This is an optimization exercise on Yosys and OpenROAD, whose aim is small area, not a production implementation. RTL that was checked went through simulation tests only; none was proved equivalent to the original. Power and IR drop assume default switching activity.

==> flow/design.v (excerpt) <==
module fir_7_7(
    input clk,
    input rst,
    input [7:0] weight_data,
    input [2:0] weight_idx,
    input weight_valid,
    output weight_ready,
    input [7:0] input_data,
    input input_valid,
    output input_ready,
    output [15:0] output_data,
    input output_ready,
    output output_valid
    );
For scale: about 130 flip-flops, ~43 I/O pins, about 15000 µm² of cells after synthesis.
make LEC_CHECK=0 CAP_MARGIN=20 CORE_MARGIN=2 CORE_UTILIZATION=40 SLEW_MARGIN=20 SYNTH_HIERARCHICAL=1 SYNTH_MINIMUM_KEEP_SIZE=0 finish   # period 8.0 ns
run.sh (not shown) runs the stock make flow with config.mk's settings and CLKGATE_MAP_FILE= SYNTH_SCRIPT=/design/flow/synth_recipe.tcl, a recipe that flattens the netlist after the stock synthesis.
The baseline went through all stages and came out clean.
==> next run, changes <==
Settings changed: GPL_TIMING_DRIVEN set to 0.
Worst setup slack gets worse by 0.041 ns. Combinational power goes down by about 9%. Maximum frequency fell by about 0.5%.
Function was not checked in any run of this note: the RTL went through the layout flow alone.

* * *

Another version of the RTL of fir_7_7 (not shown whole).
Size: about 130 flip-flops, roughly 43 I/O pins, about 15,000 um^2 of cells after synthesis.
## fir_7_7
module fir_7_7(
    input clk,
    input rst,
    input [7:0] weight_data,
    input [2:0] weight_idx,
    input weight_valid,
    output weight_ready,
    input [7:0] input_data,
    input input_valid,
    output input_ready,
    output [15:0] output_data,
    input output_ready,
    output output_valid
    );
    reg rdy;
    reg ov_d, ov_r;
    reg [7:0] x0, x1, x2, x3, x4, x5, x6;
    reg [7:0] w0, w1, w2, w3, w4, w5, w6;
    reg [15:0] result;
    assign input_ready = rdy;
    assign weight_ready = rdy;
    assign output_valid = ov_r;
    assign output_data = result;
    wire acc = input_valid & rdy;
    wire wen = weight_valid & rdy;
    wire [15:0] sum;
    always @(posedge clk) begin
        ov_d <= acc;
        ov_r <= ov_d;
    end
    always @(posedge clk) begin
        if (rst) begin
            rdy <= 1'b0;
            x0 <= 8'd0; x1 <= 8'd0; x2 <= 8'd0; x3 <= 8'd0;
            x4 <= 8'd0; x5 <= 8'd0; x6 <= 8'd0;
            w0 <= 8'd0; w1 <= 8'd0; w2 <= 8'd0; w3 <= 8'd0;
            w4 <= 8'd0; w5 <= 8'd0; w6 <= 8'd0;
            result <= 16'd0;
        end else begin
            rdy <= 1'b1;
            if (wen && weight_idx == 3'd0) w0 <= weight_data;
            if (wen && weight_idx == 3'd1) w1 <= weight_data;
            if (wen && weight_idx == 3'd2) w2 <= weight_data;
            if (wen && weight_idx == 3'd3) w3 <= weight_data;
            if (wen && weight_idx == 3'd4) w4 <= weight_data;
            if (wen && weight_idx == 3'd5) w5 <= weight_data;
            if (wen && weight_idx == 3'd6) w6 <= weight_data;
            if (acc) begin
                x0 <= input_data;
                x1 <= x0; x2 <= x1; x3 <= x2;
                x4 <= x3; x5 <= x4; x6 <= x5;
            end
            if (ov_r & output_ready)
                result <= sum;
        end
    end
    wire pn0_0_0 = ~(x0[0] & w0[0]);
    wire pn0_0_1 = ~(x0[0] & w0[1]);
  ...
make LEC_CHECK=0 CAP_MARGIN=20 CORE_MARGIN=2 CORE_UTILIZATION=40 CTS_BUF_LIST='sky130_fd_sc_hd__clkbuf_4 sky130_fd_sc_hd__clkbuf_8' GPL_TIMING_DRIVEN=1 SLEW_MARGIN=20 SYNTH_HIERARCHICAL=1 SYNTH_MINIMUM_KEEP_SIZE=0 finish   # period 8.0 ns
The starting point went through all stages and came out clean.
Next try:
- CTS_BUF_LIST: sky130_fd_sc_hd__clkbuf_4 sky130_fd_sc_hd__clkbuf_8 -> default
- GPL_TIMING_DRIVEN: 1 -> 0
Result:
- die area stays the same
- core utilization is higher by 1.6 points
- register-to-register slack loses 0.49 ns
Next try:
- CTS_BUF_LIST: default -> sky130_fd_sc_hd__clkbuf_8
- GPL_TIMING_DRIVEN: 0 -> 1
Effect: Synthesized area does not change; wire length shrinks by about 1.5%; core utilization is lower by 1.6 points; clock-buffer cell count shrinks by 3; maximum frequency rose by about 7%; non-clock buffer count fell by 131; sequential power climbs by 3.0%.
Next try:
- GPL_TIMING_DRIVEN: 1 -> 0
The new run completed with no timing, DRC or antenna violations.
Via count is higher by 5.4%.
Routed wire length is higher by about 1.1%.
Synthesized area is unchanged.
Register-to-register slack gets worse by 0.43 ns.
Fmax is lower by about 6%.
First-iteration DRC count is higher by about 0.8%.
Cell count is higher by about 6.6%.
Flip-flop and latch count is unchanged.
Cell area is higher by 2.5%.
Utilization is higher by 1.1 points.
Worst hold slack gets worse by 0.0037 ns.

* * *

== old ==
fir_7_7, a different RTL version from the one above (not shown whole).
Size: ~1,200 cells after synthesis, about 130 flip-flops, ~43 I/O pins, ~14,000 um2 of cells after synthesis.
Settings: LEC_CHECK=0, CAP_MARGIN=20, CORE_MARGIN=2, CORE_UTILIZATION=40, CTS_BUF_LIST=sky130_fd_sc_hd__clkbuf_8, GPL_TIMING_DRIVEN=0, SLEW_MARGIN=20, SYNTH_HIERARCHICAL=1, SYNTH_MINIMUM_KEEP_SIZE=0; clock period 8.0 ns.
standard.sh (not shown) runs the stock make flow with config.mk's settings and CLKGATE_MAP_FILE= SYNTH_SCRIPT=/design/flow/synth_recipe.tcl, a recipe that flattens the netlist after the stock synthesis.
==> flow/flow/run.sh <==
#!/bin/bash
# Layout flow: the standard ORFS flow (standard.sh: the standard
# synthesis and every ORFS step), with these settings changed:
#  - the buffers Yosys/ABC inserted are removed at floorplan
#    (REMOVE_ABC_BUFFERS; global placement is not timing driven, so it
#    would not remove them itself), and timing is then repaired by the
#    usual repair steps after placement, CTS and global routing;
#  - the port buffers buffer_ports inserts are the smallest buffer, buf_1;
#  - clock tree synthesis uses clkbuf_8 and no dummy load cells.
# The output of the whole run is kept in standard_flow.log; ORFS keeps each
# step's own log under orfs/logs/.
set -euo pipefail
cd "$(dirname "$0")/.."
export REMOVE_ABC_BUFFERS=1
export BUFFER_PORTS_ARGS="-buffer_cell sky130_fd_sc_hd__buf_1"
export CTS_ARGS="-sink_clustering_enable -repair_clock_nets -buf_list sky130_fd_sc_hd__clkbuf_8 -dont_use_dummy_load"
bash standard.sh finish > standard_flow.log 2>&1
Changes in new relative to old:
-- flow/flow/run.sh --
<<< old, line 3
# synthesis and every ORFS step), with these settings changed:
#  - the buffers Yosys/ABC inserted are removed at floorplan
#    (REMOVE_ABC_BUFFERS; global placement is not timing driven, so it
#    would not remove them itself), and timing is then repaired by the
#    usual repair steps after placement, CTS and global routing;
>>> new, line 3
# synthesis and every ORFS step), with two settings changed:
<<< old, line 9
#  - clock tree synthesis uses clkbuf_8 and no dummy load cells.
>>> new, line 5
#  - clock tree synthesis is run without dummy load cells.
<<< old, line 14
export REMOVE_ABC_BUFFERS=1
>>> new, line 10
-- flow/config.mk --
<<< old, line 12
export GPL_TIMING_DRIVEN = 0
>>> new, line 12
export GPL_TIMING_DRIVEN = 1
## What came out
Share of layout cells above drive strength 1: new vs old up 4.4 points. Via count of the first global-routing pass came out higher on new than on old. Comparing non-clock buffer contribution to total cell area for new and old, the smaller number came from old. Side by side, critical path depth turned out higher in new than in old. Fraction of power spent switching nets (new over old): increase, 0.20 points. Cmp new and old / final standard cell utilization of the core / higher: new. Looking at final worst-path setup slack across new and old, the one that comes out higher is new. [compare] base=old new=new: sequential fraction of total cell area lost 0.96 points, number of vias after detailed routing picked up an extra 6.3%, area of all placed cells without fillers picked up an extra 4.1%.

* * *

fir_7_7, a different RTL version from the one above (not shown whole).
For scale: about 130 flip-flops, ~43 I/O pins.
export LEC_CHECK = 0
export CAP_MARGIN = 20
export CORE_MARGIN = 2
export CORE_UTILIZATION = 40
export CTS_BUF_LIST = sky130_fd_sc_hd__clkbuf_8
export GPL_TIMING_DRIVEN = 1
export SLEW_MARGIN = 20
export SYNTH_HIERARCHICAL = 1
export SYNTH_MINIMUM_KEEP_SIZE = 0
create_clock -name core_clock -period 8.0 [get_ports {clk}]
==> flow/flow/run.sh <==
#!/bin/bash
# Layout flow: the standard ORFS flow (standard.sh: the standard
# synthesis and every ORFS step), with two settings changed:
#  - the port buffers buffer_ports inserts are the smallest buffer, buf_1;
#  - clock tree synthesis is run without dummy load cells.
# The output of the whole run is kept in standard_flow.log; ORFS keeps each
# step's own log under orfs/logs/.
set -euo pipefail
cd "$(dirname "$0")/.."
export BUFFER_PORTS_ARGS="-buffer_cell sky130_fd_sc_hd__buf_1"
export CTS_ARGS="-sink_clustering_enable -repair_clock_nets -buf_list {sky130_fd_sc_hd__clkbuf_4 sky130_fd_sc_hd__clkbuf_8} -dont_use_dummy_load -sink_clustering_size 12"
bash standard.sh finish > standard_flow.log 2>&1
Edit:
--- a/flow/flow/run.sh
+++ b/flow/flow/run.sh
@@ -11 +11 @@
-export CTS_ARGS="-sink_clustering_enable -repair_clock_nets -buf_list {sky130_fd_sc_hd__clkbuf_4 sky130_fd_sc_hd__clkbuf_8} -dont_use_dummy_load -sink_clustering_size 12"
+export CTS_ARGS="-sink_clustering_enable -repair_clock_nets -buf_list sky130_fd_sc_hd__clkbuf_8 -dont_use_dummy_load -sink_clustering_size 30 -sink_clustering_max_diameter 100"
After rerunning: Design area does not change. Flip-flop and latch count is unchanged. Utilization does not change. Via count stays the same. Wire length does not change. Register-to-register slack barely changes. Setup slack is unchanged. Hold slack stays the same. Power is unchanged. Count of clock-buffer cells in the layout does not change.
Edit:
--- a/flow/flow/run.sh
+++ b/flow/flow/run.sh
@@ -11 +11 @@
-export CTS_ARGS="-sink_clustering_enable -repair_clock_nets -buf_list sky130_fd_sc_hd__clkbuf_8 -dont_use_dummy_load -sink_clustering_size 30 -sink_clustering_max_diameter 100"
+export CTS_ARGS="-sink_clustering_enable -repair_clock_nets -buf_list sky130_fd_sc_hd__clkbuf_16 -dont_use_dummy_load"
After rerunning:
- The changed run went through all stages and came out clean
- routed wire length barely changes
- power rose by about a fifth
- setup slack hardly moves
- utilization rose by 0.51 points
- clock power rose by well over a third
Edit:
--- a/flow/flow/run.sh
+++ b/flow/flow/run.sh
@@ -11 +11 @@
-export CTS_ARGS="-sink_clustering_enable -repair_clock_nets -buf_list sky130_fd_sc_hd__clkbuf_16 -dont_use_dummy_load"
+export CTS_ARGS="-sink_clustering_enable -repair_clock_nets -buf_list sky130_fd_sc_hd__clkbuf_8 -dont_use_dummy_load"
Critical path depth is unchanged.
Count of clock-buffer cells in the layout does not change.
Synthesized area is unchanged.
Cell area shrinks slightly.
Die area is unchanged.
Total power shrinks by about a fifth.
Worst hold slack stays flat.
Non-clock buffer count is unchanged.
Edit:
==> flow/run.sh (new file) <==
#!/bin/bash
# synth_recipe.tcl (not shown) runs the flow's synth.tcl, then flattens the netlist and writes it again
# the make line also repeats each setting of config.mk as NAME=value (left out here)
make -C /OpenROAD-flow-scripts/flow DESIGN_CONFIG=/design/flow/config.mk WORK_HOME=/design/flow/orfs CLKGATE_MAP_FILE= SYNTH_SCRIPT=/design/flow/synth_recipe.tcl finish
removed: flow/flow/run.sh
removed: flow/standard.sh
- total power rose by 10%
- final cell count goes up by 0.68%
- critical path depth is unchanged
- clock-buffer cell count is higher by 1
- cell area rose by about 2.4%
- via count came out higher by 0.55%
- die area does not change
- routed wire length increases by 0.72%
- register-to-register slack is about the same
- utilization went up by 1.0 points

==> re-timing with driven ports <==
The flow's constraints put no driver on any port. The routed layouts listed below were extracted and timed again, unchanged, in two steps.
Step 1, drivers: a clkbuf_16 drives clk and a buf_2 each remaining input, both assumed.
Step 2, shift: input delay + t, output delay - t, t = (earliest + latest rising clock arrival at the registers) / 2. This alone moves slack from input paths to output paths.
Three values: ideal, step 1, step 2; two values: the first two.
run | shift t [ns] | setup WS [ns] | hold slack, ns | worst setup path after step 2 | cell pins on the clock port's net
the first run of note 1 | 0.496 | 0.221 / 0.221 / 0.221 | 0.329 / 0.329 / 0.329 | register to register | 1
the second run of note 1 | 0.498 | 0.180 / 0.180 / 0.180 | 0.338 / 0.338 / 0.338 | register to register | 1
the first run of note 2 | 0.528 | 0.913 / 0.913 / 0.913 | 0.338 / 0.338 / 0.338 | register to register | 1
the second run of note 2 | 0.516 | 0.425 / 0.425 / 0.425 | 0.330 / 0.330 / 0.330 | register to register | 1
the third run of note 2 | 0.528 | 0.913 / 0.913 / 0.913 | 0.338 / 0.338 / 0.338 | register to register | 1
the fourth run of note 2 | 0.567 | 0.480 / 0.480 / 0.480 | 0.335 / 0.335 / 0.335 | register to register | 1
old | 0.528 | 0.188 / 0.188 / 0.188 | 0.327 / 0.327 / 0.327 | register to register | 1
new | 0.532 | 0.338 / 0.338 / 0.338 | 0.326 / 0.326 / 0.326 | register to register | 1
the first run of note 4 | 0.512 | 1.033 / 1.033 / 1.033 | 0.325 / 0.325 / 0.325 | register to register | 1
the second run of note 4 | 0.512 | 1.033 / 1.033 / 1.033 | 0.325 / 0.325 / 0.325 | register to register | 1
the third run of note 4 | 0.485 | 1.033 / 1.033 / 1.033 | 0.322 / 0.322 / 0.322 | register to register | 1
the fourth run of note 4 | 0.512 | 1.033 / 1.033 / 1.033 | 0.325 / 0.325 / 0.325 | register to register | 1
the fifth run of note 4 | 0.514 | 1.043 / 1.043 / 1.043 | 0.342 / 0.342 / 0.342 | register to register | 1
After both steps setup and hold are still met in every run listed.
